Background: an optimization exercise with open tools, aiming at small area and a short achievable clock period. Do not read the settings as production practice.
The RTL was checked by simulation tests, not by an equivalence proof against the original design.
Power and IR drop assume default switching activity.

## flow/design.v (module list and top-level ports; edited modules follow where they fit)
// module MAC_R0_0_16: 212 lines
// module MAC_R0_16_17: 301 lines
// module MAC_R0_17_18: 313 lines
// module MAC_R0_18_18: 313 lines
// module MAC_RN_0_16: 310 lines
// module MAC_RN_16_17: 389 lines
// module MAC_RN_17_18: 401 lines
// module MAC_RN_18_18: 401 lines
// module MMU: 53 lines
module MMU #(parameter depth=4, bit_width=8, acc_width=32, size=4)
(
   input          clk,
   input          control,
   input  [31:0]  data_arr,
   input  [31:0]  wt_arr,
   output [127:0] acc_out
);
  // ...
==> flow/flow/run.sh <==
#!/bin/bash
# Layout flow: the standard flow (standard.sh), with one change to
# synthesis: Yosys's synth runs without the quick ABC pass of its fine stage
# (synth -noabc), so that extract_fa meets the full and half adders as the
# RTL writes them and maps them without inverters around them. Registers
# and everything after synthesis are as in the standard flow.
set -euo pipefail
work=$(pwd)
sed 's/yosys synth -nofsm -noshare {\*}\$args/yosys synth -nofsm -noshare -noabc {*}$args/' \
  synth_recipe.tcl > own_synth.tcl
grep -q -- '-noabc' own_synth.tcl
bash standard.sh SYNTH_SCRIPT="$work/own_synth.tcl" finish > standard.log 2>&1
==> flow/standard.sh <==
#!/bin/bash
# synth_recipe.tcl (not shown) runs the flow's synth.tcl, then flattens the netlist and writes it again
# the make line also repeats each setting of config.mk as NAME=value (left out here)
make -C /OpenROAD-flow-scripts/flow DESIGN_CONFIG=/design/flow/config.mk WORK_HOME=/design/flow/orfs CLKGATE_MAP_FILE= SYNTH_SCRIPT=/design/flow/synth_recipe.tcl "${@:-finish}"
==> flow/config.mk <==
export PLATFORM = sky130hd
export DESIGN_NAME = MMU
export DESIGN_NICKNAME = MMU
export VERILOG_FILES = /design/flow/design.v
export SDC_FILE = /design/flow/constraint.sdc
export NUM_CORES = 4
export LEC_CHECK = 0
export CAP_MARGIN = 20
export CORE_MARGIN = 2
export CORE_UTILIZATION = 40
export SETUP_SLACK_MARGIN = 4.2
export SLEW_MARGIN = 20
==> flow/constraint.sdc <==
create_clock -name core_clock -period 7.0 [get_ports {clk}]
set_input_delay 1.4000 -clock core_clock [delete_from_list [all_inputs] [get_ports {clk}]]
set_output_delay 1.4000 -clock core_clock [all_outputs]
set_load 0.01 [all_outputs]
==> impl_results.md, run 1 <==
* # Post-CTS Setup Buffers at 26
* Xor/xnor share of the synthesized area at 3.28%
* Commonest cells after routing, fill and taps aside: nor2_1, dfxtp_1, fa_1
* Tapcells at 1794
* Multiplexer share of the synthesized area at 2.64%
* Final period demand of the worst path at 2810 ps
* Combinational power share at 30.3%
* Clk sinks at 1001
* Post-route DRC at 0
* Area Overhead vs Synth at 14.4%
* Seq area share at 34.5%
* Top cells by area, synth: dfxtp_1, fa_1, edfxtp_1
* Seq cells at 1001
* Critical Path Fanout Max at 3
* Worst Tran Pin Value at 922 ps
* Multi-input comb cells at 3536
* WL met1 at 56300 um
* Asr flop ratio synth at 0%
* ClkCell Share at 5.72%
* Slew margin rel. at 38.5%
* Levels on crit path at 10
* Max Used Layer: met5
* WHS Path Cells at 1
* Post-Syn Area per Cell at 11.2 um^2
* Core Area at 137000 um^2
* Delay-heaviest family, CP: compound AO/OA/AOI/OAI gates
* Flop2flop setup slack at 4190 ps
* Buf/Inv on CP at 1
* Status: no timing/DRC/antenna violations
* CTS max path bufs at 3
* RSZ-0062 raised after global routing: yes
* Hold Vio Cnt, Final at 0
* Number of flops mapped to enable cells by yosys at 164
* Die area at 141000 um^2
* Most common cell after layout, fill and taps aside: nor2_1
* WL final at 115000 um
* Met3 wire length at 4790 um
* HP Class: reg -> reg
* TritonCTS Buffers at 108
==> module MAC_R0_0_16, before the edit <==
module MAC_R0_0_16 (
   input              clk,
   input              ld,
   input              clr,
   input      [7:0]   x,
   input      [7:0]   wt_in,
   input      [9:0]   w3_in,
   output reg [9:0]   w3_out,
   output reg [7:0]   wt_out,
   output reg [15:0]  acc_out
);
   wire [9:0] w1 = {2'b00, wt_out};
   wire [9:0] w2 = {1'b0, wt_out, 1'b0};
   wire s01 = ~x[1] &  x[0];
   wire s02 =  x[1] & ~x[0];
   wire s03 =  x[1] &  x[0];
   wire [9:0] pr0 = ({10{s01}} & w1) | ({10{s02}} & w2) | ({10{s03}} & w3_out);
   wire s11 = ~x[3] &  x[2];
   wire s12 =  x[3] & ~x[2];
   wire s13 =  x[3] &  x[2];
   wire [9:0] pr1 = ({10{s11}} & w1) | ({10{s12}} & w2) | ({10{s13}} & w3_out);
   wire s21 = ~x[5] &  x[4];
   wire s22 =  x[5] & ~x[4];
   wire s23 =  x[5] &  x[4];
   wire [9:0] pr2 = ({10{s21}} & w1) | ({10{s22}} & w2) | ({10{s23}} & w3_out);
   wire s31 = ~x[7] &  x[6];
   wire s32 =  x[7] & ~x[6];
   wire s33 =  x[7] &  x[6];
   wire [9:0] pr3 = ({10{s31}} & w1) | ({10{s32}} & w2) | ({10{s33}} & w3_out);
   reg [28:0] m;    
   wire p_s1;
   wire p_c2;
   wire p_s3;
   wire p_c4;
   wire p_s5;
   wire p_c6;
   wire p_s7;
   wire p_c8;
   wire p_s9;
   wire p_c10;
   wire p_s11;
   wire p_c12;
   wire p_s13;
   wire p_c14;
   wire p_s15;
   wire p_c16;
   wire p_s17;
   wire p_c18;
   wire p_s19;
   wire p_c20;
   wire p_s21;
   wire p_c22;
   wire p_s23;
   wire p_c24;
   wire p_s25;
   wire p_c26;
   wire p_s27;
   wire p_c28;
   wire p_s29;
   wire p_c30;
   wire p_s31;
   wire p_c32;
   assign p_s1 = pr0[6] ^ pr1[4];
   assign p_c2 = pr0[6] & pr1[4];
   assign p_s3 = pr0[7] ^ pr1[5] ^ pr2[3];
   assign p_c4 = (pr0[7] & pr1[5]) | (pr0[7] & pr2[3]) | (pr1[5] & pr2[3]);
   assign p_s5 = pr0[8] ^ pr1[6] ^ pr2[4];
   assign p_c6 = (pr0[8] & pr1[6]) | (pr0[8] & pr2[4]) | (pr1[6] & pr2[4]);
   assign p_s7 = pr0[9] ^ pr1[7] ^ pr2[5];
   assign p_c8 = (pr0[9] & pr1[7]) | (pr0[9] & pr2[5]) | (pr1[7] & pr2[5]);
   assign p_s9 = pr1[8] ^ pr2[6];
   assign p_c10 = pr1[8] & pr2[6];
   assign p_s11 = pr1[9] ^ pr2[7];
   assign p_c12 = pr1[9] & pr2[7];
   assign p_s13 = pr0[4] ^ pr1[2];
   assign p_c14 = pr0[4] & pr1[2];
   assign p_s15 = pr0[5] ^ pr1[3] ^ pr2[1];
   assign p_c16 = (pr0[5] & pr1[3]) | (pr0[5] & pr2[1]) | (pr1[3] & pr2[1]);
   assign p_s17 = pr2[2] ^ pr3[0] ^ p_s1;
   assign p_c18 = (pr2[2] & pr3[0]) | (pr2[2] & p_s1) | (pr3[0] & p_s1);
   assign p_s19 = pr3[1] ^ p_c2 ^ p_s3;
   assign p_c20 = (pr3[1] & p_c2) | (pr3[1] & p_s3) | (p_c2 & p_s3);
   assign p_s21 = pr3[2] ^ p_c4 ^ p_s5;
   assign p_c22 = (pr3[2] & p_c4) | (pr3[2] & p_s5) | (p_c4 & p_s5);
   assign p_s23 = pr3[3] ^ p_c6 ^ p_s7;
   assign p_c24 = (pr3[3] & p_c6) | (pr3[3] & p_s7) | (p_c6 & p_s7);
   assign p_s25 = pr3[4] ^ p_s9 ^ p_c8;
   assign p_c26 = (pr3[4] & p_s9) | (pr3[4] & p_c8) | (p_s9 & p_c8);
   assign p_s27 = pr3[5] ^ p_c10 ^ p_s11;
   assign p_c28 = (pr3[5] & p_c10) | (pr3[5] & p_s11) | (p_c10 & p_s11);
   assign p_s29 = pr2[8] ^ pr3[6] ^ p_c12;
   assign p_c30 = (pr2[8] & pr3[6]) | (pr2[8] & p_c12) | (pr3[6] & p_c12);
   assign p_s31 = pr2[9] ^ pr3[7];
   assign p_c32 = pr2[9] & pr3[7];
   wire c_g0_0 = m[2] & m[3];
   wire c_p0_0 = m[2] ^ m[3];
   wire c_g0_1 = m[4] & m[5];
   wire c_p0_1 = m[4] ^ m[5];
   wire c_g0_2 = m[6] & m[7];
   wire c_p0_2 = m[6] ^ m[7];
   wire c_g0_3 = m[8] & m[9];
   wire c_p0_3 = m[8] ^ m[9];
   wire c_g0_4 = m[10] & m[11];
   wire c_p0_4 = m[10] ^ m[11];
   wire c_g0_5 = m[12] & m[13];
   wire c_p0_5 = m[12] ^ m[13];
   wire c_g0_6 = m[14] & m[15];
   wire c_p0_6 = m[14] ^ m[15];
   wire c_g0_7 = m[16] & m[17];
   wire c_p0_7 = m[16] ^ m[17];
   wire c_g0_8 = m[18] & m[19];
   wire c_p0_8 = m[18] ^ m[19];
   wire c_g0_9 = m[20] & m[21];
   wire c_p0_9 = m[20] ^ m[21];
   wire c_g0_10 = m[22] & m[23];
   wire c_p0_10 = m[22] ^ m[23];
   wire c_g0_11 = m[24] & m[25];
   wire c_p0_11 = m[24] ^ m[25];
   wire c_g0_12 = m[26] & m[27];
   wire c_p0_12 = m[26] ^ m[27];
   wire c_g0_13 = m[28] & 1'b0;
   wire c_p0_13 = m[28] ^ 1'b0;
   wire c_g1_1 = c_g0_1 | (c_p0_1 & c_g0_0);
   wire c_p1_1 = c_p0_1 & c_p0_0;
   wire c_g1_2 = c_g0_2 | (c_p0_2 & c_g0_1);
   wire c_p1_2 = c_p0_2 & c_p0_1;
   wire c_g1_3 = c_g0_3 | (c_p0_3 & c_g0_2);
   wire c_p1_3 = c_p0_3 & c_p0_2;
   wire c_g1_4 = c_g0_4 | (c_p0_4 & c_g0_3);
   wire c_p1_4 = c_p0_4 & c_p0_3;
   wire c_g1_5 = c_g0_5 | (c_p0_5 & c_g0_4);
   wire c_p1_5 = c_p0_5 & c_p0_4;
   wire c_g1_6 = c_g0_6 | (c_p0_6 & c_g0_5);
   wire c_p1_6 = c_p0_6 & c_p0_5;
   wire c_g1_7 = c_g0_7 | (c_p0_7 & c_g0_6);
   wire c_p1_7 = c_p0_7 & c_p0_6;
   wire c_g1_8 = c_g0_8 | (c_p0_8 & c_g0_7);
   wire c_p1_8 = c_p0_8 & c_p0_7;
   wire c_g1_9 = c_g0_9 | (c_p0_9 & c_g0_8);
   wire c_p1_9 = c_p0_9 & c_p0_8;
   wire c_g1_10 = c_g0_10 | (c_p0_10 & c_g0_9);
   wire c_p1_10 = c_p0_10 & c_p0_9;
   wire c_g1_11 = c_g0_11 | (c_p0_11 & c_g0_10);
   wire c_p1_11 = c_p0_11 & c_p0_10;
   wire c_g1_12 = c_g0_12 | (c_p0_12 & c_g0_11);
   wire c_p1_12 = c_p0_12 & c_p0_11;
   wire c_g1_13 = c_g0_13 | (c_p0_13 & c_g0_12);
   wire c_p1_13 = c_p0_13 & c_p0_12;
   wire c_g2_2 = c_g1_2 | (c_p1_2 & c_g0_0);
   wire c_p2_2 = c_p1_2 & c_p0_0;
   wire c_g2_3 = c_g1_3 | (c_p1_3 & c_g1_1);
   wire c_p2_3 = c_p1_3 & c_p1_1;
   wire c_g2_4 = c_g1_4 | (c_p1_4 & c_g1_2);
   wire c_p2_4 = c_p1_4 & c_p1_2;
   wire c_g2_5 = c_g1_5 | (c_p1_5 & c_g1_3);
   wire c_p2_5 = c_p1_5 & c_p1_3;
   wire c_g2_6 = c_g1_6 | (c_p1_6 & c_g1_4);
   wire c_p2_6 = c_p1_6 & c_p1_4;
   wire c_g2_7 = c_g1_7 | (c_p1_7 & c_g1_5);
   wire c_p2_7 = c_p1_7 & c_p1_5;
   wire c_g2_8 = c_g1_8 | (c_p1_8 & c_g1_6);
   wire c_p2_8 = c_p1_8 & c_p1_6;
   wire c_g2_9 = c_g1_9 | (c_p1_9 & c_g1_7);
   wire c_p2_9 = c_p1_9 & c_p1_7;
   wire c_g2_10 = c_g1_10 | (c_p1_10 & c_g1_8);
   wire c_p2_10 = c_p1_10 & c_p1_8;
   wire c_g2_11 = c_g1_11 | (c_p1_11 & c_g1_9);
   wire c_p2_11 = c_p1_11 & c_p1_9;
   wire c_g2_12 = c_g1_12 | (c_p1_12 & c_g1_10);
   wire c_p2_12 = c_p1_12 & c_p1_10;
   wire c_g2_13 = c_g1_13 | (c_p1_13 & c_g1_11);
   wire c_p2_13 = c_p1_13 & c_p1_11;
   wire c_g3_4 = c_g2_4 | (c_p2_4 & c_g0_0);
   wire c_p3_4 = c_p2_4 & c_p0_0;
   wire c_g3_5 = c_g2_5 | (c_p2_5 & c_g1_1);
   wire c_p3_5 = c_p2_5 & c_p1_1;
   wire c_g3_6 = c_g2_6 | (c_p2_6 & c_g2_2);
   wire c_p3_6 = c_p2_6 & c_p2_2;
   wire c_g3_7 = c_g2_7 | (c_p2_7 & c_g2_3);
   wire c_p3_7 = c_p2_7 & c_p2_3;
   wire c_g3_8 = c_g2_8 | (c_p2_8 & c_g2_4);
   wire c_p3_8 = c_p2_8 & c_p2_4;
   wire c_g3_9 = c_g2_9 | (c_p2_9 & c_g2_5);
   wire c_p3_9 = c_p2_9 & c_p2_5;
   wire c_g3_10 = c_g2_10 | (c_p2_10 & c_g2_6);
   wire c_p3_10 = c_p2_10 & c_p2_6;
   wire c_g3_11 = c_g2_11 | (c_p2_11 & c_g2_7);
   wire c_p3_11 = c_p2_11 & c_p2_7;
   wire c_g3_12 = c_g2_12 | (c_p2_12 & c_g2_8);
   wire c_p3_12 = c_p2_12 & c_p2_8;
   wire c_g3_13 = c_g2_13 | (c_p2_13 & c_g2_9);
   wire c_p3_13 = c_p2_13 & c_p2_9;
   wire c_g4_8 = c_g3_8 | (c_p3_8 & c_g0_0);
   wire c_p4_8 = c_p3_8 & c_p0_0;
   wire c_g4_9 = c_g3_9 | (c_p3_9 & c_g1_1);
   wire c_p4_9 = c_p3_9 & c_p1_1;
   wire c_g4_10 = c_g3_10 | (c_p3_10 & c_g2_2);
   wire c_p4_10 = c_p3_10 & c_p2_2;
   wire c_g4_11 = c_g3_11 | (c_p3_11 & c_g2_3);
   wire c_p4_11 = c_p3_11 & c_p2_3;
   wire c_g4_12 = c_g3_12 | (c_p3_12 & c_g3_4);
   wire c_p4_12 = c_p3_12 & c_p3_4;
   wire c_g4_13 = c_g3_13 | (c_p3_13 & c_g3_5);
   wire c_p4_13 = c_p3_13 & c_p3_5;
   wire [15:0] sum = {(c_p0_13 ^ c_g4_12), (c_p0_12 ^ c_g4_11), (c_p0_11 ^ c_g4_10), (c_p0_10 ^ c_g4_9), (c_p0_9 ^ c_g4_8), (c_p0_8 ^ c_g3_7), (c_p0_7 ^ c_g3_6), (c_p0_6 ^ c_g3_5), (c_p0_5 ^ c_g3_4), (c_p0_4 ^ c_g2_3), (c_p0_3 ^ c_g2_2), (c_p0_2 ^ c_g1_1), (c_p0_1 ^ c_g0_0), c_p0_0, m[1], m[0]};
   always @(posedge clk) begin
      if (ld) wt_out <= wt_in;
      if (ld) w3_out <= w3_in;
      m <= {pr3[9], pr3[8], p_c32, p_s31, p_c30, p_s29, p_c28, p_s27, p_c26, p_s25, p_c24, p_s23, p_c22, p_s21, p_c20, p_s19, p_c18, p_s17, p_c16, p_s15, p_c14, pr2[0], p_s13, pr1[1], pr0[3], pr1[0], pr0[2], pr0[1], pr0[0]};
      acc_out <= clr ? 16'd0 : sum;
   end
endmodule
==> module MAC_RN_0_16, before the edit <==
module MAC_RN_0_16 (
   input              clk,
   input              ld,
   input              clr,
   input      [7:0]   x,
   input      [7:0]   wt_in,
   output reg [7:0]   wt_out,
   output reg [15:0]  acc_out
);
   wire [63:0] pp;
   genvar i;
   generate for (i = 0; i < 64; i = i + 1) begin : g_pp
      assign pp[i] = (~x[i/8]) & (~wt_out[i%8]);
   end endgenerate
   reg [28:0] m;    
   wire p_s1;
   wire p_c2;
   wire p_s3;
   wire p_c4;
   wire p_s5;
   wire p_c6;
   wire p_s7;
   wire p_c8;
   wire p_s9;
   wire p_c10;
   wire p_s11;
   wire p_c12;
   wire p_s13;
   wire p_c14;
   wire p_s15;
   wire p_c16;
   wire p_s17;
   wire p_c18;
   wire p_s19;
   wire p_c20;
   wire p_s21;
   wire p_c22;
   wire p_s23;
   wire p_c24;
   wire p_s25;
   wire p_c26;
   wire p_s27;
   wire p_c28;
   wire p_s29;
   wire p_c30;
   wire p_s31;
   wire p_c32;
   wire p_s33;
   wire p_c34;
   wire p_s35;
   wire p_c36;
   wire p_s37;
   wire p_c38;
   wire p_s39;
   wire p_c40;
   wire p_s41;
   wire p_c42;
   wire p_s43;
   wire p_c44;
   wire p_s45;
   wire p_c46;
   wire p_s47;
   wire p_c48;
   wire p_s49;
   wire p_c50;
   wire p_s51;
   wire p_c52;
   wire p_s53;
   wire p_c54;
   wire p_s55;
   wire p_c56;
   wire p_s57;
   wire p_c58;
   wire p_s59;
   wire p_c60;
   wire p_s61;
   wire p_c62;
   wire p_s63;
   wire p_c64;
   wire p_s65;
   wire p_c66;
   wire p_s67;
   wire p_c68;
   wire p_s69;
   wire p_c70;
   wire p_s71;
   wire p_c72;
   wire p_s73;
   wire p_c74;
   wire p_s75;
   wire p_c76;
   wire p_s77;
   wire p_c78;
   wire p_s79;
   wire p_c80;
   wire p_s81;
   wire p_c82;
   wire p_s83;
   wire p_c84;
   assign p_s1 = pp[6] ^ pp[13];
   assign p_c2 = pp[6] & pp[13];
   assign p_s3 = pp[7] ^ pp[14] ^ pp[21];
   assign p_c4 = (pp[7] & pp[14]) | (pp[7] & pp[21]) | (pp[14] & pp[21]);
   assign p_s5 = pp[28] ^ pp[35];
   assign p_c6 = pp[28] & pp[35];
   assign p_s7 = pp[15] ^ pp[22] ^ pp[29];
   assign p_c8 = (pp[15] & pp[22]) | (pp[15] & pp[29]) | (pp[22] & pp[29]);
   assign p_s9 = pp[36] ^ pp[43];
   assign p_c10 = pp[36] & pp[43];
   assign p_s11 = pp[23] ^ pp[30] ^ pp[37];
   assign p_c12 = (pp[23] & pp[30]) | (pp[23] & pp[37]) | (pp[30] & pp[37]);
   assign p_s13 = pp[4] ^ pp[11];
   assign p_c14 = pp[4] & pp[11];
   assign p_s15 = pp[5] ^ pp[12] ^ pp[19];
   assign p_c16 = (pp[5] & pp[12]) | (pp[5] & pp[19]) | (pp[12] & pp[19]);
   assign p_s17 = pp[26] ^ pp[33];
   assign p_c18 = pp[26] & pp[33];
   assign p_s19 = pp[20] ^ pp[27] ^ pp[34];
   assign p_c20 = (pp[20] & pp[27]) | (pp[20] & pp[34]) | (pp[27] & pp[34]);
   assign p_s21 = pp[41] ^ pp[48] ^ p_s1;
   assign p_c22 = (pp[41] & pp[48]) | (pp[41] & p_s1) | (pp[48] & p_s1);
   assign p_s23 = pp[42] ^ pp[49] ^ pp[56];
   assign p_c24 = (pp[42] & pp[49]) | (pp[42] & pp[56]) | (pp[49] & pp[56]);
   assign p_s25 = p_c2 ^ p_s5 ^ p_s3;
   assign p_c26 = (p_c2 & p_s5) | (p_c2 & p_s3) | (p_s5 & p_s3);
   assign p_s27 = pp[50] ^ pp[57] ^ p_c6;
   assign p_c28 = (pp[50] & pp[57]) | (pp[50] & p_c6) | (pp[57] & p_c6);
   assign p_s29 = p_s9 ^ p_c4 ^ p_s7;
   assign p_c30 = (p_s9 & p_c4) | (p_s9 & p_s7) | (p_c4 & p_s7);
   assign p_s31 = pp[44] ^ pp[51] ^ pp[58];
   assign p_c32 = (pp[44] & pp[51]) | (pp[44] & pp[58]) | (pp[51] & pp[58]);
   assign p_s33 = p_c10 ^ p_c8 ^ p_s11;
   assign p_c34 = (p_c10 & p_c8) | (p_c10 & p_s11) | (p_c8 & p_s11);
   assign p_s35 = pp[31] ^ pp[38] ^ pp[45];
   assign p_c36 = (pp[31] & pp[38]) | (pp[31] & pp[45]) | (pp[38] & pp[45]);
   assign p_s37 = pp[52] ^ pp[59] ^ p_c12;
   assign p_c38 = (pp[52] & pp[59]) | (pp[52] & p_c12) | (pp[59] & p_c12);
   assign p_s39 = pp[39] ^ pp[46] ^ pp[53];
   assign p_c40 = (pp[39] & pp[46]) | (pp[39] & pp[53]) | (pp[46] & pp[53]);
   assign p_s41 = pp[3] ^ pp[10];
   assign p_c42 = pp[3] & pp[10];
   assign p_s43 = pp[18] ^ pp[25] ^ pp[32];
   assign p_c44 = (pp[18] & pp[25]) | (pp[18] & pp[32]) | (pp[25] & pp[32]);
   assign p_s45 = pp[40] ^ p_c14 ^ p_s17;
   assign p_c46 = (pp[40] & p_c14) | (pp[40] & p_s17) | (p_c14 & p_s17);
   assign p_s47 = p_c18 ^ p_c16 ^ p_s19;
   assign p_c48 = (p_c18 & p_c16) | (p_c18 & p_s19) | (p_c16 & p_s19);
   assign p_s49 = p_c20 ^ p_s23 ^ p_c22;
   assign p_c50 = (p_c20 & p_s23) | (p_c20 & p_c22) | (p_s23 & p_c22);
   assign p_s51 = p_c24 ^ p_s27 ^ p_c26;
   assign p_c52 = (p_c24 & p_s27) | (p_c24 & p_c26) | (p_s27 & p_c26);
   assign p_s53 = p_s31 ^ p_c28 ^ p_c30;
   assign p_c54 = (p_s31 & p_c28) | (p_s31 & p_c30) | (p_c28 & p_c30);
   assign p_s55 = p_c32 ^ p_s35 ^ p_s37;
   assign p_c56 = (p_c32 & p_s35) | (p_c32 & p_s37) | (p_s35 & p_s37);
   assign p_s57 = pp[60] ^ p_c36 ^ p_s39;
   assign p_c58 = (pp[60] & p_c36) | (pp[60] & p_s39) | (p_c36 & p_s39);
   assign p_s59 = pp[47] ^ pp[54] ^ pp[61];
   assign p_c60 = (pp[47] & pp[54]) | (pp[47] & pp[61]) | (pp[54] & pp[61]);
   assign p_s61 = pp[2] ^ pp[9];
   assign p_c62 = pp[2] & pp[9];
   assign p_s63 = pp[17] ^ pp[24] ^ p_s41;
   assign p_c64 = (pp[17] & pp[24]) | (pp[17] & p_s41) | (pp[24] & p_s41);
   assign p_s65 = p_c42 ^ p_s13 ^ p_s43;
   assign p_c66 = (p_c42 & p_s13) | (p_c42 & p_s43) | (p_s13 & p_s43);
   assign p_s67 = p_c44 ^ p_s15 ^ p_s45;
   assign p_c68 = (p_c44 & p_s15) | (p_c44 & p_s45) | (p_s15 & p_s45);
   assign p_s69 = p_c46 ^ p_s21 ^ p_s47;
   assign p_c70 = (p_c46 & p_s21) | (p_c46 & p_s47) | (p_s21 & p_s47);
   assign p_s71 = p_c48 ^ p_s25 ^ p_s49;
   assign p_c72 = (p_c48 & p_s25) | (p_c48 & p_s49) | (p_s25 & p_s49);
   assign p_s73 = p_s29 ^ p_c50 ^ p_s51;
   assign p_c74 = (p_s29 & p_c50) | (p_s29 & p_s51) | (p_c50 & p_s51);
   assign p_s75 = p_s33 ^ p_c52 ^ p_s53;
   assign p_c76 = (p_s33 & p_c52) | (p_s33 & p_s53) | (p_c52 & p_s53);
   assign p_s77 = p_c34 ^ p_c54 ^ p_s55;
   assign p_c78 = (p_c34 & p_c54) | (p_c34 & p_s55) | (p_c54 & p_s55);
   assign p_s79 = p_c38 ^ p_s57 ^ p_c56;
   assign p_c80 = (p_c38 & p_s57) | (p_c38 & p_c56) | (p_s57 & p_c56);
   assign p_s81 = p_c40 ^ p_s59 ^ p_c58;
   assign p_c82 = (p_c40 & p_s59) | (p_c40 & p_c58) | (p_s59 & p_c58);
   assign p_s83 = pp[55] ^ pp[62] ^ p_c60;
   assign p_c84 = (pp[55] & pp[62]) | (pp[55] & p_c60) | (pp[62] & p_c60);
   wire c_g0_0 = m[1] & m[2];
   wire c_p0_0 = m[1] ^ m[2];
   wire c_g0_1 = m[3] & m[4];
   wire c_p0_1 = m[3] ^ m[4];
   wire c_g0_2 = m[5] & m[6];
   wire c_p0_2 = m[5] ^ m[6];
   wire c_g0_3 = m[7] & m[8];
   wire c_p0_3 = m[7] ^ m[8];
   wire c_g0_4 = m[9] & m[10];
   wire c_p0_4 = m[9] ^ m[10];
   wire c_g0_5 = m[11] & m[12];
   wire c_p0_5 = m[11] ^ m[12];
   wire c_g0_6 = m[13] & m[14];
   wire c_p0_6 = m[13] ^ m[14];
   wire c_g0_7 = m[15] & m[16];
   wire c_p0_7 = m[15] ^ m[16];
   wire c_g0_8 = m[17] & m[18];
   wire c_p0_8 = m[17] ^ m[18];
   wire c_g0_9 = m[19] & m[20];
   wire c_p0_9 = m[19] ^ m[20];
   wire c_g0_10 = m[21] & m[22];
   wire c_p0_10 = m[21] ^ m[22];
   wire c_g0_11 = m[23] & m[24];
   wire c_p0_11 = m[23] ^ m[24];
   wire c_g0_12 = m[25] & m[26];
   wire c_p0_12 = m[25] ^ m[26];
   wire c_g0_13 = m[27] & m[28];
   wire c_p0_13 = m[27] ^ m[28];
   wire c_g0_14 = 1'b0 & 1'b0;
   wire c_p0_14 = 1'b0 ^ 1'b0;
   wire c_g1_1 = c_g0_1 | (c_p0_1 & c_g0_0);
   wire c_p1_1 = c_p0_1 & c_p0_0;
   wire c_g1_2 = c_g0_2 | (c_p0_2 & c_g0_1);
   wire c_p1_2 = c_p0_2 & c_p0_1;
   wire c_g1_3 = c_g0_3 | (c_p0_3 & c_g0_2);
   wire c_p1_3 = c_p0_3 & c_p0_2;
   wire c_g1_4 = c_g0_4 | (c_p0_4 & c_g0_3);
   wire c_p1_4 = c_p0_4 & c_p0_3;
   wire c_g1_5 = c_g0_5 | (c_p0_5 & c_g0_4);
   wire c_p1_5 = c_p0_5 & c_p0_4;
   wire c_g1_6 = c_g0_6 | (c_p0_6 & c_g0_5);
   wire c_p1_6 = c_p0_6 & c_p0_5;
   wire c_g1_7 = c_g0_7 | (c_p0_7 & c_g0_6);
   wire c_p1_7 = c_p0_7 & c_p0_6;
   wire c_g1_8 = c_g0_8 | (c_p0_8 & c_g0_7);
   wire c_p1_8 = c_p0_8 & c_p0_7;
   wire c_g1_9 = c_g0_9 | (c_p0_9 & c_g0_8);
   wire c_p1_9 = c_p0_9 & c_p0_8;
   wire c_g1_10 = c_g0_10 | (c_p0_10 & c_g0_9);
   wire c_p1_10 = c_p0_10 & c_p0_9;
   wire c_g1_11 = c_g0_11 | (c_p0_11 & c_g0_10);
   wire c_p1_11 = c_p0_11 & c_p0_10;
   wire c_g1_12 = c_g0_12 | (c_p0_12 & c_g0_11);
   wire c_p1_12 = c_p0_12 & c_p0_11;
   wire c_g1_13 = c_g0_13 | (c_p0_13 & c_g0_12);
   wire c_p1_13 = c_p0_13 & c_p0_12;
   wire c_g1_14 = c_g0_14 | (c_p0_14 & c_g0_13);
   wire c_p1_14 = c_p0_14 & c_p0_13;
   wire c_g2_2 = c_g1_2 | (c_p1_2 & c_g0_0);
   wire c_p2_2 = c_p1_2 & c_p0_0;
   wire c_g2_3 = c_g1_3 | (c_p1_3 & c_g1_1);
   wire c_p2_3 = c_p1_3 & c_p1_1;
   wire c_g2_4 = c_g1_4 | (c_p1_4 & c_g1_2);
   wire c_p2_4 = c_p1_4 & c_p1_2;
   wire c_g2_5 = c_g1_5 | (c_p1_5 & c_g1_3);
   wire c_p2_5 = c_p1_5 & c_p1_3;
   wire c_g2_6 = c_g1_6 | (c_p1_6 & c_g1_4);
   wire c_p2_6 = c_p1_6 & c_p1_4;
   wire c_g2_7 = c_g1_7 | (c_p1_7 & c_g1_5);
   wire c_p2_7 = c_p1_7 & c_p1_5;
   wire c_g2_8 = c_g1_8 | (c_p1_8 & c_g1_6);
   wire c_p2_8 = c_p1_8 & c_p1_6;
   wire c_g2_9 = c_g1_9 | (c_p1_9 & c_g1_7);
   wire c_p2_9 = c_p1_9 & c_p1_7;
   wire c_g2_10 = c_g1_10 | (c_p1_10 & c_g1_8);
   wire c_p2_10 = c_p1_10 & c_p1_8;
   wire c_g2_11 = c_g1_11 | (c_p1_11 & c_g1_9);
   wire c_p2_11 = c_p1_11 & c_p1_9;
   wire c_g2_12 = c_g1_12 | (c_p1_12 & c_g1_10);
   wire c_p2_12 = c_p1_12 & c_p1_10;
   wire c_g2_13 = c_g1_13 | (c_p1_13 & c_g1_11);
   wire c_p2_13 = c_p1_13 & c_p1_11;
   wire c_g2_14 = c_g1_14 | (c_p1_14 & c_g1_12);
   wire c_p2_14 = c_p1_14 & c_p1_12;
   wire c_g3_4 = c_g2_4 | (c_p2_4 & c_g0_0);
   wire c_p3_4 = c_p2_4 & c_p0_0;
   wire c_g3_5 = c_g2_5 | (c_p2_5 & c_g1_1);
   wire c_p3_5 = c_p2_5 & c_p1_1;
   wire c_g3_6 = c_g2_6 | (c_p2_6 & c_g2_2);
   wire c_p3_6 = c_p2_6 & c_p2_2;
   wire c_g3_7 = c_g2_7 | (c_p2_7 & c_g2_3);
   wire c_p3_7 = c_p2_7 & c_p2_3;
   wire c_g3_8 = c_g2_8 | (c_p2_8 & c_g2_4);
   wire c_p3_8 = c_p2_8 & c_p2_4;
   wire c_g3_9 = c_g2_9 | (c_p2_9 & c_g2_5);
   wire c_p3_9 = c_p2_9 & c_p2_5;
   wire c_g3_10 = c_g2_10 | (c_p2_10 & c_g2_6);
   wire c_p3_10 = c_p2_10 & c_p2_6;
   wire c_g3_11 = c_g2_11 | (c_p2_11 & c_g2_7);
   wire c_p3_11 = c_p2_11 & c_p2_7;
   wire c_g3_12 = c_g2_12 | (c_p2_12 & c_g2_8);
   wire c_p3_12 = c_p2_12 & c_p2_8;
   wire c_g3_13 = c_g2_13 | (c_p2_13 & c_g2_9);
   wire c_p3_13 = c_p2_13 & c_p2_9;
   wire c_g3_14 = c_g2_14 | (c_p2_14 & c_g2_10);
   wire c_p3_14 = c_p2_14 & c_p2_10;
   wire c_g4_8 = c_g3_8 | (c_p3_8 & c_g0_0);
   wire c_p4_8 = c_p3_8 & c_p0_0;
   wire c_g4_9 = c_g3_9 | (c_p3_9 & c_g1_1);
   wire c_p4_9 = c_p3_9 & c_p1_1;
   wire c_g4_10 = c_g3_10 | (c_p3_10 & c_g2_2);
   wire c_p4_10 = c_p3_10 & c_p2_2;
   wire c_g4_11 = c_g3_11 | (c_p3_11 & c_g2_3);
   wire c_p4_11 = c_p3_11 & c_p2_3;
   wire c_g4_12 = c_g3_12 | (c_p3_12 & c_g3_4);
   wire c_p4_12 = c_p3_12 & c_p3_4;
   wire c_g4_13 = c_g3_13 | (c_p3_13 & c_g3_5);
   wire c_p4_13 = c_p3_13 & c_p3_5;
   wire c_g4_14 = c_g3_14 | (c_p3_14 & c_g3_6);
   wire c_p4_14 = c_p3_14 & c_p3_6;
   wire [15:0] sum = {(c_p0_14 ^ c_g4_13), (c_p0_13 ^ c_g4_12), (c_p0_12 ^ c_g4_11), (c_p0_11 ^ c_g4_10), (c_p0_10 ^ c_g4_9), (c_p0_9 ^ c_g4_8), (c_p0_8 ^ c_g3_7), (c_p0_7 ^ c_g3_6), (c_p0_6 ^ c_g3_5), (c_p0_5 ^ c_g3_4), (c_p0_4 ^ c_g2_3), (c_p0_3 ^ c_g2_2), (c_p0_2 ^ c_g1_1), (c_p0_1 ^ c_g0_0), c_p0_0, m[0]};
   always @(posedge clk) begin
      if (ld) wt_out <= wt_in;
      m <= {pp[63], p_c84, p_s83, p_c82, p_s81, p_c80, p_s79, p_c78, p_s77, p_c76, p_s75, p_c74, p_s73, p_c72, p_s71, p_c70, p_s69, p_c68, p_s67, p_c66, p_s65, p_c64, p_s63, p_c62, pp[16], p_s61, pp[8], pp[1], pp[0]};
      acc_out <= clr ? 16'd0 : sum;
   end
endmodule
==> run 2, diff against run 1 <==
--- a/flow/design.v
+++ b/flow/design.v
@@ -123,86 +123,54 @@
    wire c_p0_13 = m[28] ^ 1'b0;
    wire c_g1_1 = c_g0_1 | (c_p0_1 & c_g0_0);
    wire c_p1_1 = c_p0_1 & c_p0_0;
-   wire c_g1_2 = c_g0_2 | (c_p0_2 & c_g0_1);
-   wire c_p1_2 = c_p0_2 & c_p0_1;
    wire c_g1_3 = c_g0_3 | (c_p0_3 & c_g0_2);
    wire c_p1_3 = c_p0_3 & c_p0_2;
-   wire c_g1_4 = c_g0_4 | (c_p0_4 & c_g0_3);
-   wire c_p1_4 = c_p0_4 & c_p0_3;
    wire c_g1_5 = c_g0_5 | (c_p0_5 & c_g0_4);
    wire c_p1_5 = c_p0_5 & c_p0_4;
-   wire c_g1_6 = c_g0_6 | (c_p0_6 & c_g0_5);
-   wire c_p1_6 = c_p0_6 & c_p0_5;
    wire c_g1_7 = c_g0_7 | (c_p0_7 & c_g0_6);
    wire c_p1_7 = c_p0_7 & c_p0_6;
-   wire c_g1_8 = c_g0_8 | (c_p0_8 & c_g0_7);
-   wire c_p1_8 = c_p0_8 & c_p0_7;
    wire c_g1_9 = c_g0_9 | (c_p0_9 & c_g0_8);
    wire c_p1_9 = c_p0_9 & c_p0_8;
-   wire c_g1_10 = c_g0_10 | (c_p0_10 & c_g0_9);
-   wire c_p1_10 = c_p0_10 & c_p0_9;
    wire c_g1_11 = c_g0_11 | (c_p0_11 & c_g0_10);
    wire c_p1_11 = c_p0_11 & c_p0_10;
-   wire c_g1_12 = c_g0_12 | (c_p0_12 & c_g0_11);
-   wire c_p1_12 = c_p0_12 & c_p0_11;
    wire c_g1_13 = c_g0_13 | (c_p0_13 & c_g0_12);
    wire c_p1_13 = c_p0_13 & c_p0_12;
-   wire c_g2_2 = c_g1_2 | (c_p1_2 & c_g0_0);
-   wire c_p2_2 = c_p1_2 & c_p0_0;
+   wire c_g2_2 = c_g0_2 | (c_p0_2 & c_g1_1);
+   wire c_p2_2 = c_p0_2 & c_p1_1;
    wire c_g2_3 = c_g1_3 | (c_p1_3 & c_g1_1);
    wire c_p2_3 = c_p1_3 & c_p1_1;
-   wire c_g2_4 = c_g1_4 | (c_p1_4 & c_g1_2);
-   wire c_p2_4 = c_p1_4 & c_p1_2;
-   wire c_g2_5 = c_g1_5 | (c_p1_5 & c_g1_3);
-   wire c_p2_5 = c_p1_5 & c_p1_3;
-   wire c_g2_6 = c_g1_6 | (c_p1_6 & c_g1_4);
-   wire c_p2_6 = c_p1_6 & c_p1_4;
+   wire c_g2_6 = c_g0_6 | (c_p0_6 & c_g1_5);
+   wire c_p2_6 = c_p0_6 & c_p1_5;
    wire c_g2_7 = c_g1_7 | (c_p1_7 & c_g1_5);
    wire c_p2_7 = c_p1_7 & c_p1_5;
-   wire c_g2_8 = c_g1_8 | (c_p1_8 & c_g1_6);
-   wire c_p2_8 = c_p1_8 & c_p1_6;
-   wire c_g2_9 = c_g1_9 | (c_p1_9 & c_g1_7);
-   wire c_p2_9 = c_p1_9 & c_p1_7;
-   wire c_g2_10 = c_g1_10 | (c_p1_10 & c_g1_8);
-   wire c_p2_10 = c_p1_10 & c_p1_8;
+   wire c_g2_10 = c_g0_10 | (c_p0_10 & c_g1_9);
+   wire c_p2_10 = c_p0_10 & c_p1_9;
    wire c_g2_11 = c_g1_11 | (c_p1_11 & c_g1_9);
    wire c_p2_11 = c_p1_11 & c_p1_9;
-   wire c_g2_12 = c_g1_12 | (c_p1_12 & c_g1_10);
-   wire c_p2_12 = c_p1_12 & c_p1_10;
-   wire c_g2_13 = c_g1_13 | (c_p1_13 & c_g1_11);
-   wire c_p2_13 = c_p1_13 & c_p1_11;
-   wire c_g3_4 = c_g2_4 | (c_p2_4 & c_g0_0);
-   wire c_p3_4 = c_p2_4 & c_p0_0;
-   wire c_g3_5 = c_g2_5 | (c_p2_5 & c_g1_1);
-   wire c_p3_5 = c_p2_5 & c_p1_1;
-   wire c_g3_6 = c_g2_6 | (c_p2_6 & c_g2_2);
-   wire c_p3_6 = c_p2_6 & c_p2_2;
+   wire c_g3_4 = c_g0_4 | (c_p0_4 & c_g2_3);
+   wire c_p3_4 = c_p0_4 & c_p2_3;
+   wire c_g3_5 = c_g1_5 | (c_p1_5 & c_g2_3);
+   wire c_p3_5 = c_p1_5 & c_p2_3;
+   wire c_g3_6 = c_g2_6 | (c_p2_6 & c_g2_3);
+   wire c_p3_6 = c_p2_6 & c_p2_3;
    wire c_g3_7 = c_g2_7 | (c_p2_7 & c_g2_3);
    wire c_p3_7 = c_p2_7 & c_p2_3;
-   wire c_g3_8 = c_g2_8 | (c_p2_8 & c_g2_4);
-   wire c_p3_8 = c_p2_8 & c_p2_4;
-   wire c_g3_9 = c_g2_9 | (c_p2_9 & c_g2_5);
-   wire c_p3_9 = c_p2_9 & c_p2_5;
-   wire c_g3_10 = c_g2_10 | (c_p2_10 & c_g2_6);
-   wire c_p3_10 = c_p2_10 & c_p2_6;
-   wire c_g3_11 = c_g2_11 | (c_p2_11 & c_g2_7);
-   wire c_p3_11 = c_p2_11 & c_p2_7;
-   wire c_g3_12 = c_g2_12 | (c_p2_12 & c_g2_8);
-   wire c_p3_12 = c_p2_12 & c_p2_8;
-   wire c_g3_13 = c_g2_13 | (c_p2_13 & c_g2_9);
-   wire c_p3_13 = c_p2_13 & c_p2_9;
-   wire c_g4_8 = c_g3_8 | (c_p3_8 & c_g0_0);
-   wire c_p4_8 = c_p3_8 & c_p0_0;
-   wire c_g4_9 = c_g3_9 | (c_p3_9 & c_g1_1);
-   wire c_p4_9 = c_p3_9 & c_p1_1;
-   wire c_g4_10 = c_g3_10 | (c_p3_10 & c_g2_2);
-   wire c_p4_10 = c_p3_10 & c_p2_2;
-   wire c_g4_11 = c_g3_11 | (c_p3_11 & c_g2_3);
-   wire c_p4_11 = c_p3_11 & c_p2_3;
-   wire c_g4_12 = c_g3_12 | (c_p3_12 & c_g3_4);
-   wire c_p4_12 = c_p3_12 & c_p3_4;
-   wire c_g4_13 = c_g3_13 | (c_p3_13 & c_g3_5);
-   wire c_p4_13 = c_p3_13 & c_p3_5;
+   wire c_g3_12 = c_g0_12 | (c_p0_12 & c_g2_11);
+   wire c_p3_12 = c_p0_12 & c_p2_11;
+   wire c_g3_13 = c_g1_13 | (c_p1_13 & c_g2_11);
+   wire c_p3_13 = c_p1_13 & c_p2_11;
+   wire c_g4_8 = c_g0_8 | (c_p0_8 & c_g3_7);
+   wire c_p4_8 = c_p0_8 & c_p3_7;
+   wire c_g4_9 = c_g1_9 | (c_p1_9 & c_g3_7);
+   wire c_p4_9 = c_p1_9 & c_p3_7;
+   wire c_g4_10 = c_g2_10 | (c_p2_10 & c_g3_7);
+   wire c_p4_10 = c_p2_10 & c_p3_7;
+   wire c_g4_11 = c_g2_11 | (c_p2_11 & c_g3_7);
+   wire c_p4_11 = c_p2_11 & c_p3_7;
+   wire c_g4_12 = c_g3_12 | (c_p3_12 & c_g3_7);
+   wire c_p4_12 = c_p3_12 & c_p3_7;
+   wire c_g4_13 = c_g3_13 | (c_p3_13 & c_g3_7);
+   wire c_p4_13 = c_p3_13 & c_p3_7;
    wire [15:0] sum = {(c_p0_13 ^ c_g4_12), (c_p0_12 ^ c_g4_11), (c_p0_11 ^ c_g4_10), (c_p0_10 ^ c_g4_9), (c_p0_9 ^ c_g4_8), (c_p0_8 ^ c_g3_7), (c_p0_7 ^ c_g3_6), (c_p0_6 ^ c_g3_5), (c_p0_5 ^ c_g3_4), (c_p0_4 ^ c_g2_3), (c_p0_3 ^ c_g2_2), (c_p0_2 ^ c_g1_1), (c_p0_1 ^ c_g0_0), c_p0_0, m[1], m[0]};
    always @(posedge clk) begin
       if (ld) wt_out <= wt_in;
@@ -1353,94 +1321,60 @@
    wire c_p0_14 = 1'b0 ^ 1'b0;
    wire c_g1_1 = c_g0_1 | (c_p0_1 & c_g0_0);
    wire c_p1_1 = c_p0_1 & c_p0_0;
-   wire c_g1_2 = c_g0_2 | (c_p0_2 & c_g0_1);
-   wire c_p1_2 = c_p0_2 & c_p0_1;
    wire c_g1_3 = c_g0_3 | (c_p0_3 & c_g0_2);
    wire c_p1_3 = c_p0_3 & c_p0_2;
-   wire c_g1_4 = c_g0_4 | (c_p0_4 & c_g0_3);
-   wire c_p1_4 = c_p0_4 & c_p0_3;
    wire c_g1_5 = c_g0_5 | (c_p0_5 & c_g0_4);
    wire c_p1_5 = c_p0_5 & c_p0_4;
-   wire c_g1_6 = c_g0_6 | (c_p0_6 & c_g0_5);
-   wire c_p1_6 = c_p0_6 & c_p0_5;
    wire c_g1_7 = c_g0_7 | (c_p0_7 & c_g0_6);
    wire c_p1_7 = c_p0_7 & c_p0_6;
-   wire c_g1_8 = c_g0_8 | (c_p0_8 & c_g0_7);
-   wire c_p1_8 = c_p0_8 & c_p0_7;
    wire c_g1_9 = c_g0_9 | (c_p0_9 & c_g0_8);
    wire c_p1_9 = c_p0_9 & c_p0_8;
-   wire c_g1_10 = c_g0_10 | (c_p0_10 & c_g0_9);
-   wire c_p1_10 = c_p0_10 & c_p0_9;
    wire c_g1_11 = c_g0_11 | (c_p0_11 & c_g0_10);
    wire c_p1_11 = c_p0_11 & c_p0_10;
-   wire c_g1_12 = c_g0_12 | (c_p0_12 & c_g0_11);
-   wire c_p1_12 = c_p0_12 & c_p0_11;
    wire c_g1_13 = c_g0_13 | (c_p0_13 & c_g0_12);
    wire c_p1_13 = c_p0_13 & c_p0_12;
-   wire c_g1_14 = c_g0_14 | (c_p0_14 & c_g0_13);
-   wire c_p1_14 = c_p0_14 & c_p0_13;
-   wire c_g2_2 = c_g1_2 | (c_p1_2 & c_g0_0);
-   wire c_p2_2 = c_p1_2 & c_p0_0;
+   wire c_g2_2 = c_g0_2 | (c_p0_2 & c_g1_1);
+   wire c_p2_2 = c_p0_2 & c_p1_1;
    wire c_g2_3 = c_g1_3 | (c_p1_3 & c_g1_1);
    wire c_p2_3 = c_p1_3 & c_p1_1;
-   wire c_g2_4 = c_g1_4 | (c_p1_4 & c_g1_2);
-   wire c_p2_4 = c_p1_4 & c_p1_2;
-   wire c_g2_5 = c_g1_5 | (c_p1_5 & c_g1_3);
-   wire c_p2_5 = c_p1_5 & c_p1_3;
-   wire c_g2_6 = c_g1_6 | (c_p1_6 & c_g1_4);
-   wire c_p2_6 = c_p1_6 & c_p1_4;
+   wire c_g2_6 = c_g0_6 | (c_p0_6 & c_g1_5);
+   wire c_p2_6 = c_p0_6 & c_p1_5;
    wire c_g2_7 = c_g1_7 | (c_p1_7 & c_g1_5);
    wire c_p2_7 = c_p1_7 & c_p1_5;
-   wire c_g2_8 = c_g1_8 | (c_p1_8 & c_g1_6);
-   wire c_p2_8 = c_p1_8 & c_p1_6;
-   wire c_g2_9 = c_g1_9 | (c_p1_9 & c_g1_7);
-   wire c_p2_9 = c_p1_9 & c_p1_7;
-   wire c_g2_10 = c_g1_10 | (c_p1_10 & c_g1_8);
-   wire c_p2_10 = c_p1_10 & c_p1_8;
+   wire c_g2_10 = c_g0_10 | (c_p0_10 & c_g1_9);
+   wire c_p2_10 = c_p0_10 & c_p1_9;
    wire c_g2_11 = c_g1_11 | (c_p1_11 & c_g1_9);
    wire c_p2_11 = c_p1_11 & c_p1_9;
-   wire c_g2_12 = c_g1_12 | (c_p1_12 & c_g1_10);
-   wire c_p2_12 = c_p1_12 & c_p1_10;
-   wire c_g2_13 = c_g1_13 | (c_p1_13 & c_g1_11);
-   wire c_p2_13 = c_p1_13 & c_p1_11;
-   wire c_g2_14 = c_g1_14 | (c_p1_14 & c_g1_12);
-   wire c_p2_14 = c_p1_14 & c_p1_12;
-   wire c_g3_4 = c_g2_4 | (c_p2_4 & c_g0_0);
-   wire c_p3_4 = c_p2_4 & c_p0_0;
-   wire c_g3_5 = c_g2_5 | (c_p2_5 & c_g1_1);
-   wire c_p3_5 = c_p2_5 & c_p1_1;
-   wire c_g3_6 = c_g2_6 | (c_p2_6 & c_g2_2);
-   wire c_p3_6 = c_p2_6 & c_p2_2;
+   wire c_g2_14 = c_g0_14 | (c_p0_14 & c_g1_13);
+   wire c_p2_14 = c_p0_14 & c_p1_13;
+   wire c_g3_4 = c_g0_4 | (c_p0_4 & c_g2_3);
+   wire c_p3_4 = c_p0_4 & c_p2_3;
+   wire c_g3_5 = c_g1_5 | (c_p1_5 & c_g2_3);
+   wire c_p3_5 = c_p1_5 & c_p2_3;
+   wire c_g3_6 = c_g2_6 | (c_p2_6 & c_g2_3);
+   wire c_p3_6 = c_p2_6 & c_p2_3;
    wire c_g3_7 = c_g2_7 | (c_p2_7 & c_g2_3);
    wire c_p3_7 = c_p2_7 & c_p2_3;
-   wire c_g3_8 = c_g2_8 | (c_p2_8 & c_g2_4);
-   wire c_p3_8 = c_p2_8 & c_p2_4;
-   wire c_g3_9 = c_g2_9 | (c_p2_9 & c_g2_5);
-   wire c_p3_9 = c_p2_9 & c_p2_5;
-   wire c_g3_10 = c_g2_10 | (c_p2_10 & c_g2_6);
-   wire c_p3_10 = c_p2_10 & c_p2_6;
-   wire c_g3_11 = c_g2_11 | (c_p2_11 & c_g2_7);
-   wire c_p3_11 = c_p2_11 & c_p2_7;
-   wire c_g3_12 = c_g2_12 | (c_p2_12 & c_g2_8);
-   wire c_p3_12 = c_p2_12 & c_p2_8;
-   wire c_g3_13 = c_g2_13 | (c_p2_13 & c_g2_9);
-   wire c_p3_13 = c_p2_13 & c_p2_9;
-   wire c_g3_14 = c_g2_14 | (c_p2_14 & c_g2_10);
-   wire c_p3_14 = c_p2_14 & c_p2_10;
-   wire c_g4_8 = c_g3_8 | (c_p3_8 & c_g0_0);
-   wire c_p4_8 = c_p3_8 & c_p0_0;
-   wire c_g4_9 = c_g3_9 | (c_p3_9 & c_g1_1);
-   wire c_p4_9 = c_p3_9 & c_p1_1;
-   wire c_g4_10 = c_g3_10 | (c_p3_10 & c_g2_2);
-   wire c_p4_10 = c_p3_10 & c_p2_2;
-   wire c_g4_11 = c_g3_11 | (c_p3_11 & c_g2_3);
-   wire c_p4_11 = c_p3_11 & c_p2_3;
-   wire c_g4_12 = c_g3_12 | (c_p3_12 & c_g3_4);
-   wire c_p4_12 = c_p3_12 & c_p3_4;
-   wire c_g4_13 = c_g3_13 | (c_p3_13 & c_g3_5);
-   wire c_p4_13 = c_p3_13 & c_p3_5;
-   wire c_g4_14 = c_g3_14 | (c_p3_14 & c_g3_6);
-   wire c_p4_14 = c_p3_14 & c_p3_6;
+   wire c_g3_12 = c_g0_12 | (c_p0_12 & c_g2_11);
+   wire c_p3_12 = c_p0_12 & c_p2_11;
+   wire c_g3_13 = c_g1_13 | (c_p1_13 & c_g2_11);
+   wire c_p3_13 = c_p1_13 & c_p2_11;
+   wire c_g3_14 = c_g2_14 | (c_p2_14 & c_g2_11);
+   wire c_p3_14 = c_p2_14 & c_p2_11;
+   wire c_g4_8 = c_g0_8 | (c_p0_8 & c_g3_7);
+   wire c_p4_8 = c_p0_8 & c_p3_7;
+   wire c_g4_9 = c_g1_9 | (c_p1_9 & c_g3_7);
+   wire c_p4_9 = c_p1_9 & c_p3_7;
+   wire c_g4_10 = c_g2_10 | (c_p2_10 & c_g3_7);
+   wire c_p4_10 = c_p2_10 & c_p3_7;
+   wire c_g4_11 = c_g2_11 | (c_p2_11 & c_g3_7);
+   wire c_p4_11 = c_p2_11 & c_p3_7;
+   wire c_g4_12 = c_g3_12 | (c_p3_12 & c_g3_7);
+   wire c_p4_12 = c_p3_12 & c_p3_7;
+   wire c_g4_13 = c_g3_13 | (c_p3_13 & c_g3_7);
+   wire c_p4_13 = c_p3_13 & c_p3_7;
+   wire c_g4_14 = c_g3_14 | (c_p3_14 & c_g3_7);
+   wire c_p4_14 = c_p3_14 & c_p3_7;
    wire [15:0] sum = {(c_p0_14 ^ c_g4_13), (c_p0_13 ^ c_g4_12), (c_p0_12 ^ c_g4_11), (c_p0_11 ^ c_g4_10), (c_p0_10 ^ c_g4_9), (c_p0_9 ^ c_g4_8), (c_p0_8 ^ c_g3_7), (c_p0_7 ^ c_g3_6), (c_p0_6 ^ c_g3_5), (c_p0_5 ^ c_g3_4), (c_p0_4 ^ c_g2_3), (c_p0_3 ^ c_g2_2), (c_p0_2 ^ c_g1_1), (c_p0_1 ^ c_g0_0), c_p0_0, m[0]};
    always @(posedge clk) begin
       if (ld) wt_out <= wt_in;
==> impl_results.md, run 2 <==
* Commonest register cell after synthesis: dfxtp_1 (unchanged)
* Maxcap violations at 0 (unchanged)
* Drt pass-1 iters at 7 (was 5)
* Max reg flops at 96 (unchanged)
* Maximum vdd drop at 199 uV (was 195 uV)
* Slew margin rel. at 36.1% (was 38.5%)
* Final period demand of the worst path at 2820 ps (was 2810 ps)
* Critical path class: reg -> reg (unchanged)
* TritonCTS Buffers at 109 (was 108)
* Clock skew at 37.9 ps (was 20.8 ps)
* CP Launch Type: flip-flop (unchanged)
* Status: no timing/DRC/antenna violations (unchanged)
* Diode count at 0 (unchanged)
* Initial Util at 40.4% (was 40.2%)
* I/O pins at 194 (unchanged)
* Placer Congestion at 0.857 (was 0.870)
* Critical Path Most Common Cell: a21o_1
* CTS Hold Buffers Added at 0 (unchanged)
* HP Class: reg -> reg (unchanged)
* Initial antenna violation count at 2 (was 1)
* Synth Instances at 4838 (was 4905)
* Via count at 33100 (was 33600)
* F_max at 355 MHz (was 356 MHz)
* Critical Path Fanout Max at 4 (was 3)
* Reg power frac at 39.0% (about the same)
* PD cells at 300 nW/um^2 (was 296 nW/um^2)
* Most common cell after layout, fill and taps aside: nor2_1 (unchanged)
* Placed insts at 6480 (was 6551)
* Delay-heaviest family, CP: compound AO/OA/AOI/OAI gates (unchanged)
* Synth top area share at 30.6% (was 30.4%)
* Tcrit/Tclk final at 40.3% (was 40.1%)
* NetSw at 0.00606 W (was 0.00602 W)
* DRT iter0 DRCs at 1671 (was 1779)
* Largest Register: dn (unchanged)
* Synth warn at 10 (unchanged)
* Area leader, netlist: dfxtp_1 (unchanged)
* CTS tree: yes (unchanged)
* RSZ-0062 raised after global routing: yes (unchanged)
* Largest net degree at the start of global routing at 131 (was 181)
* Std cell rows at 135 (was 136)
* Hold Vio Cnt, Final at 0 (unchanged)
* Crit-path max cell delay at 590 ps (was 570 ps)
* Switching Fraction at 32.3% (about the same)
* Via density at 4.89 (was 4.91)
* Post-synth top cells: nor2_1, dfxtp_1, fa_1 (unchanged)
* Post-Syn Area per Cell at 11.3 um^2 (was 11.2 um^2)
* Worst Setup End Kind: flip-flop (unchanged)
* Worst Tran Pin Value at 958 ps (was 922 ps)
* Slew Limit Fails at 0 (unchanged)
* Area Overhead vs Synth at 14.1% (was 14.4%)
* Hpwl dp at 87500 um (was 85300 um)
* Core Area at 136000 um^2 (was 137000 um^2)
* Most frequent cell after synthesis: nor2_1 (unchanged)
* Share of cells above drive strength 1 at 14.0% (was 14.4%)
* Post-synthesis cell type count at 76 (was 78)
* Worst-skew pair later-pin latency at 740 ps (was 720 ps)
* Register bit total from synthesis at 1001 (unchanged)
* Top cells by area, synth: dfxtp_1, fa_1, edfxtp_1 (unchanged)
* Asr flop ratio synth at 0% (unchanged)
* CP max-delay cell: fa_1 (unchanged)
* Grt total ovfl at 0 (unchanged)
* Non-Filler Instances at 6782 (was 6846)
* Number of flops mapped to enable cells by yosys at 164 (unchanged)
* First-pass GRT wire length at 187000 um (about the same)
* Worst-path clk slew at 60 ps (about the same)
* Root buf cell: clkbuf_16 (unchanged)
* Part of the Yosys area used for sequential elements at 39.6% (was 39.4%)
* Port bufs at 137 (unchanged)
* All-layer global routing usage at 16.5% (was 16.3%)
* Commonest cells after routing, fill and taps aside: nor2_1, dfxtp_1, fa_1 (unchanged)
* Combinational power share at 29.2% (was 30.3%)
* Die Width at 374 um (was 375 um)
* Int Pwr at 0.0127 W (about the same)
* Setup TNS at 0 ps (unchanged)
* Post-route DRC at 0 (unchanged)
* Die area at 140000 um^2 (was 141000 um^2)
* Buf/Inv on CP at 0 (was 1)
* Leakage at 28.8 nW (was 28.9 nW)
* Average wire per standard cell at 17.0 um (was 16.8 um)
* Vias in the first global route at 34400 (was 35200)
* Crit-path cells: fa_1, ha_4, a21o_1, a21o_1, a221o_1, a31oi_4, o211ai_4, o31ai_4, xor2_1, nor2_1 (was fa_1, ha_4, a21oi_4, o21bai_4, a211oi_4, o31ai_4, a221o_1, buf_6, a2111oi_4, a311o_1)
* CTS max path bufs at 3 (unchanged)
* Nets@finish at 5991 (was 6037)
* Max H-tree Level at 3 (unchanged)
* WL final at 116000 um (was 115000 um)
* Arr. time, crit path at 3380 ps (was 3460 ps)
* Final ANT Viol Nets at 0 (unchanged)
* Endpoints failing setup at 0 (unchanged)
* Critical Path RT at 7560 ps (was 7650 ps)
* Clk sinks at 1001 (unchanged)
* Die Ht at 374 um (was 375 um)
* Cell Area, Synth at 54800 um^2 (was 55100 um^2)
* Clock share of power at 31.8% (was 30.7%)
run 2: cell count changes after synthesis, sizes merged, moves of 13 or more:
| cell | previous run | this run |
|---|---|---|
| nor2b | 90 | 104 |
| o21ai | 84 | 99 |
| nor2 | 1059 | 1040 |
| o21bai | 42 | 29 |
| inv | 79 | 62 |
| nand2 | 64 | 101 |
run 2: worst reg2reg max path: cells and delay by family (launching register included):
| kind | cells | cell delay, ps |
|---|---|---|
| compound gates | 6 | 1280 |
| xor+xnor | 1 | 170 |
| fa+ha+maj | 2 | 820 |
| flops | 1 | 310 |
| simple gates | 1 | 80 |
run 2: cell type report:
type	instances	area [um^2]
fill	12400	73300
multi-input combinational	3491	32400
sequential	1001	21800
clock buffer	138	3070
tap	1781	2230
timing repair buffer	241	2060
clock inverter	67	757
inverter	63	240
run 2: power groups by stage:
| stage | Sequential (W) | Clock, W | Combinational [W] |
|---|---|---|---|
| floorplan | 0.00712 | 0 | 0.00401 |
| global placement | 0.00745 | 0 | 0.00505 |
| detailed placement | 0.00746 | 0 | 0.00513 |
| CTS | 0.00732 | 0.00613 | 0.00524 |
| global route | 0.00740 | 0.00635 | 0.00621 |
| finish | 0.00731 | 0.00596 | 0.00547 |
run 2: metrics by stage:
| step | cell area [um^2] | power [W] | hold slack (ps) | worst slack, ps | utilization [%] |
|---|---|---|---|---|---|
| 2_1_floorplan | 55400 | 0.0111 | 414 | 3890 | - |
| 3_3_place_gp | 57300 | 0.0125 | 430 | 2900 | 42.2 |
| 3_5_place_dp | 57300 | 0.0126 | 426 | 2930 | 42.2 |
| 4_1_cts | 61500 | 0.0187 | 440 | 4150 | 45.3 |
| 5_1_grt | 62500 | 0.0199 | 472 | 4070 | 46.0 |
| 6_report | 62500 | 0.0187 | 439 | 4180 | 46.0 |
run 2: cell families (layout without fill, tap and decap cells):
logic type,Yosys count,in the layout,synth area share [%]
adders and majority gates,1018,1018,32.1
xor gates and xnor gates,200,200,3.20
buffers and inverters,401,509,3.13
AOI/OAI and AO/OA,593,593,7.56
and+or+nand+nor,1493,1493,11.8
muxes,131,131,2.65
other,1,56,0.00684
DFF,1001,1001,39.6
run 2: worst paths after layout:
check / slack, ps / from / depth (start not counted) / to
setup / recovery: 4180 / row[1].gn.u_c2.m[12] / 10 / row[1].gn.u_c2.acc_out[15]
hold reg to reg: 440 / row[0].g0.u_c0.m[0] / 1 / row[0].g0.u_c0.acc_out[0]
setup reg to reg: 4180 / row[1].gn.u_c2.m[12] / 10 / row[1].gn.u_c2.acc_out[15]
hold / removal: 440 / row[0].g0.u_c0.m[0] / 1 / row[0].g0.u_c0.acc_out[0]
run 2: routing by layer:
layer  share of wire (%)  global-route usage [%]
met5                   0                       0
met3                 4.1                    2.20
met2                  44                    25.6
met4                 2.3                    5.20
met1                  49                    23.9
run 2: repair_timing:
item | 4_1_cts | 5_1_grt
gates cloned | 0 | 0
endpoints found under the setup margin | 180 | 156
buffers inserted | 26 | 71
pin swaps | 27 | 56
gates resized for setup | 170 | 146
==> run 3, diff against run 2 <==
--- a/flow/config.mk
+++ b/flow/config.mk
@@ -7,6 +7,8 @@
 export LEC_CHECK = 0
 export CAP_MARGIN = 20
 export CORE_MARGIN = 2
-export CORE_UTILIZATION = 40
+export CORE_UTILIZATION = 50
+export CTS_CLUSTER_DIAMETER = 80
+export CTS_CLUSTER_SIZE = 32
 export SETUP_SLACK_MARGIN = 4.2
 export SLEW_MARGIN = 20
==> impl_results.md, run 3 <==
* Drt pass-1 iters at 7 (unchanged)
* Setup TNS at 0 ps (unchanged)
* Core Area at 109000 um^2 (was 136000 um^2)
* F_max at 358 MHz (was 355 MHz)
* Nets@finish at 5940 (was 5991)
* Most common cell after layout, fill and taps aside: nor2_1 (unchanged)
* Clock skew at 36.3 ps (was 37.9 ps)
* Final period demand of the worst path at 2800 ps (was 2820 ps)
* CTS Hold Buffers Added at 0 (unchanged)
* Maximum vdd drop at 183 uV (was 199 uV)
* Via count at 32700 (was 33100)
* Placement Cell Area at 56900 um^2 (was 57300 um^2)
* Synth warn at 10 (unchanged)
* Post-synthesis cell type count at 76 (unchanged)
* Critical path class: reg -> reg (unchanged)
* Most frequent cell after synthesis: nor2_1 (unchanged)
* Average wire per standard cell at 18.0 um (was 17.0 um)
* Reg power frac at 44.0% (was 39.0%)
* Worst-path clk slew at 100 ps (was 60 ps)
* # fillers at 9257 (was 12400)
* Clock share of power at 22.8% (was 31.8%)
* Initial Util at 50.3% (was 40.4%)
* CTS tree: yes (unchanged)
* Leakage at 27.9 nW (was 28.8 nW)
* Crit-path max cell delay at 590 ps (about the same)
* Status: no timing/DRC/antenna violations (unchanged)
* WHS Path Cells at 1 (unchanged)
* CP max-delay cell: fa_1 (unchanged)
* Compound-Gate Fraction of Synth Area at 7.56% (unchanged)
* Switching Fraction at 34.5% (was 32.3%)
* Multiplexer share of the synthesized area at 2.65% (unchanged)
* Multi-input gate area in the final layout at 32500 um^2 (was 32400 um^2)
* Die Ht at 335 um (was 374 um)
* Placer Congestion at 0.856 (was 0.857)
* Synth Instances at 4838 (unchanged)
* CP Launch Type: flip-flop (unchanged)
* Commonest register cell after synthesis: dfxtp_1 (unchanged)
* Worst Hold Path EP: row[3].gn.u_c0.acc_out[0] (was row[0].g0.u_c0.acc_out[0])
* RSZ-0062 raised after global routing: yes (unchanged)
* Tot Pwr at 0.0166 W (was 0.0187 W)
* Via density at 5.18 (was 4.89)
* Worst Tran Pin Value at 1000 ps (was 958 ps)
* Worst Setup End Kind: flip-flop (unchanged)
* Initial antenna violation count at 0 (was 2)
* Crit-path cells: fa_1, ha_4, a21o_1, a21oi_2, o31ai_4, a31oi_4, o21ai_2, o31a_1, a31oi_1, mux2_1 (was fa_1, ha_4, a21o_1, a21o_1, a221o_1, a31oi_4, o211ai_4, o31ai_4, xor2_1, nor2_1)
* Adder-Cell Fraction of Synth Area at 32.1% (unchanged)
* Critical Path RT at 7570 ps (was 7560 ps)
* R2r startpoint: row[0].g0.u_c2.m[7] (was row[1].gn.u_c2.m[12])
* Largest family of logic cells by synthesized area: adder cells (unchanged)
* R2R Path End: row[0].g0.u_c2.acc_out[16] (was row[1].gn.u_c2.acc_out[15])
* Finished Core Util at 55.4% (was 46.0%)
* Post-synth top cells: nor2_1, dfxtp_1, fa_1 (unchanged)
* Arr. time, crit path at 3370 ps (was 3380 ps)
* Grt total ovfl at 0 (unchanged)
* Vias in the first global route at 33500 (was 34400)
* Area leader, netlist: dfxtp_1 (unchanged)
* Largest net degree at the start of global routing at 171 (was 131)
* Post-route DRC at 0 (unchanged)
* Share of cells above drive strength 1 at 12.8% (was 14.0%)
* HP Class: reg -> reg (unchanged)
* Synth top area share at 30.6% (unchanged)
* Register bit total from synthesis at 1001 (unchanged)
* TritonCTS Buffers at 51 (was 109)
* Hold Vio Cnt, Final at 0 (unchanged)
* Clk sinks at 1001 (unchanged)
* Post-route cell area at 60400 um^2 (was 62500 um^2)
* Die Width at 335 um (was 374 um)
* CTS max path bufs at 3 (unchanged)
* Top cells by area, synth: dfxtp_1, fa_1, edfxtp_1 (unchanged)
* Flop2flop setup slack at 4200 ps (was 4180 ps)
* WL final at 114000 um (was 116000 um)
-- run 3: area by class of cell --
| class | instances | share of cell area [%] |
|---|---|---|
| clock buffers | 57 | 2.26 |
| inverters | 63 | 0.392 |
| well taps | 1414 | 2.93 |
| flip-flops and latches | 1001 | 36.1 |
| multi-input cells | 3491 | 53.9 |
| repair buffers | 248 | 3.49 |
| clock inverters | 37 | 0.945 |
-- run 3: logic make-up (layout without fill, tap and decap cells) --
| kind of cell | Yosys count | in the layout |
|---|---|---|
| AO/OA/AOI/OAI | 593 | 593 |
| XOR/XNOR | 200 | 200 |
| adder cells (fa/ha/maj) | 1018 | 1018 |
| buffers and inverters | 401 | 405 |
| flip-flops | 1001 | 1001 |
| multiplexers | 131 | 131 |
| other | 1 | 56 |
| AND/OR/NAND/NOR | 1493 | 1493 |
-- run 3: how the worst max path moves through the flow --
| stage | start | to | slack, ps | depth (start not counted) |
|---|---|---|---|---|
| finish | row[0].g0.u_c2.m[7] | row[0].g0.u_c2.acc_out[16] | 4200 | 10 |
| floorplan | data_arr[9] | row[0].g0.u_c1.m[13] | 3890 | 5 |
| global placement | data_arr[18] | row[0].g0.u_c2.m[17] | 2890 | 5 |
| global route | row[2].gn.u_c2.m[3] | row[2].gn.u_c2.acc_out[16] | 4070 | 10 |
| CTS | data_arr[2] | row[0].g0.u_c0.m[17] | 4200 | 5 |
| detailed placement | data_arr[18] | row[0].g0.u_c2.m[17] | 2870 | 5 |
-- run 3: stage by stage --
stage	instances	hold WS, ps
2_1_floorplan	4893	414
3_3_place_gp	6111	430
3_5_place_dp	6111	445
4_1_cts	6233	463
5_1_grt	6311	481
6_report	6311	458
-- run 3: power groups by stage --
stage               logic [W]  clock network, W  registers, W
finish                0.00552           0.00380       0.00732
global route          0.00627           0.00416       0.00740
floorplan             0.00401                 0       0.00712
detailed placement    0.00504                 0       0.00747
CTS                   0.00518           0.00395       0.00732
global placement      0.00498                 0       0.00746
-- run 3: worst reg2reg max path, delay by kind of cell (launching register included) --
family	cells	cell delay, ps
DFF	1	330
AOI/OAI and AO/OA	7	1170
muxes	1	360
adders and majority gates	2	820
-- run 3: timing repair --
item,CTS,global route
pin swaps,26,73
setup buffers,28,78
resized for setup,173,165
setup endpoints to repair,183,150
-- run 3: metal layers --
metal / GRT usage, % / vias up / routed length, um
li1: - / 15800 / -
met1: 31.7 / 16100 / 58200
met2: 31.5 / 646 / 49500
met3: 2.37 / 98 / 4370
met4: 3.57 / 0 / 1660
met5: 0 / - / 0

[what the ideal ports hide]
The results above use ideal ports. As a check the final layouts listed here were re-extracted and re-timed, cells and wires unchanged.
Step 1: set_driving_cell puts a clkbuf_16 on clk and a buf_2 on each other input, an assumption about the parent block.
Step 2, shift: input delay + t, output delay - t, t = (earliest + latest rising clock arrival at the registers) / 2. This alone moves slack from input paths to output paths.
a / b / c = ideal ports / drivers / drivers and shift; a / b = the first two.
run	shift t [ns]	slack for setup (ns)	worst setup path at the end	worst register clock-pin slew, ns	worst data-port slew with drivers (ns)
run 1	0.786	4.190 / 4.190 / 3.509	input to register	0.07 / 0.07	0.07
run 2	0.795	4.180 / 4.178 / 3.505	input to register	0.06 / 0.06	0.05
run 3	0.744	4.204 / 4.204 / 3.502	input to register	0.12 / 0.12	0.06
After both steps setup and hold are still met in every run listed. The setup slack of run 3, which loses most, moves by 0.000 ns with the drivers and by -0.702 ns with both steps.
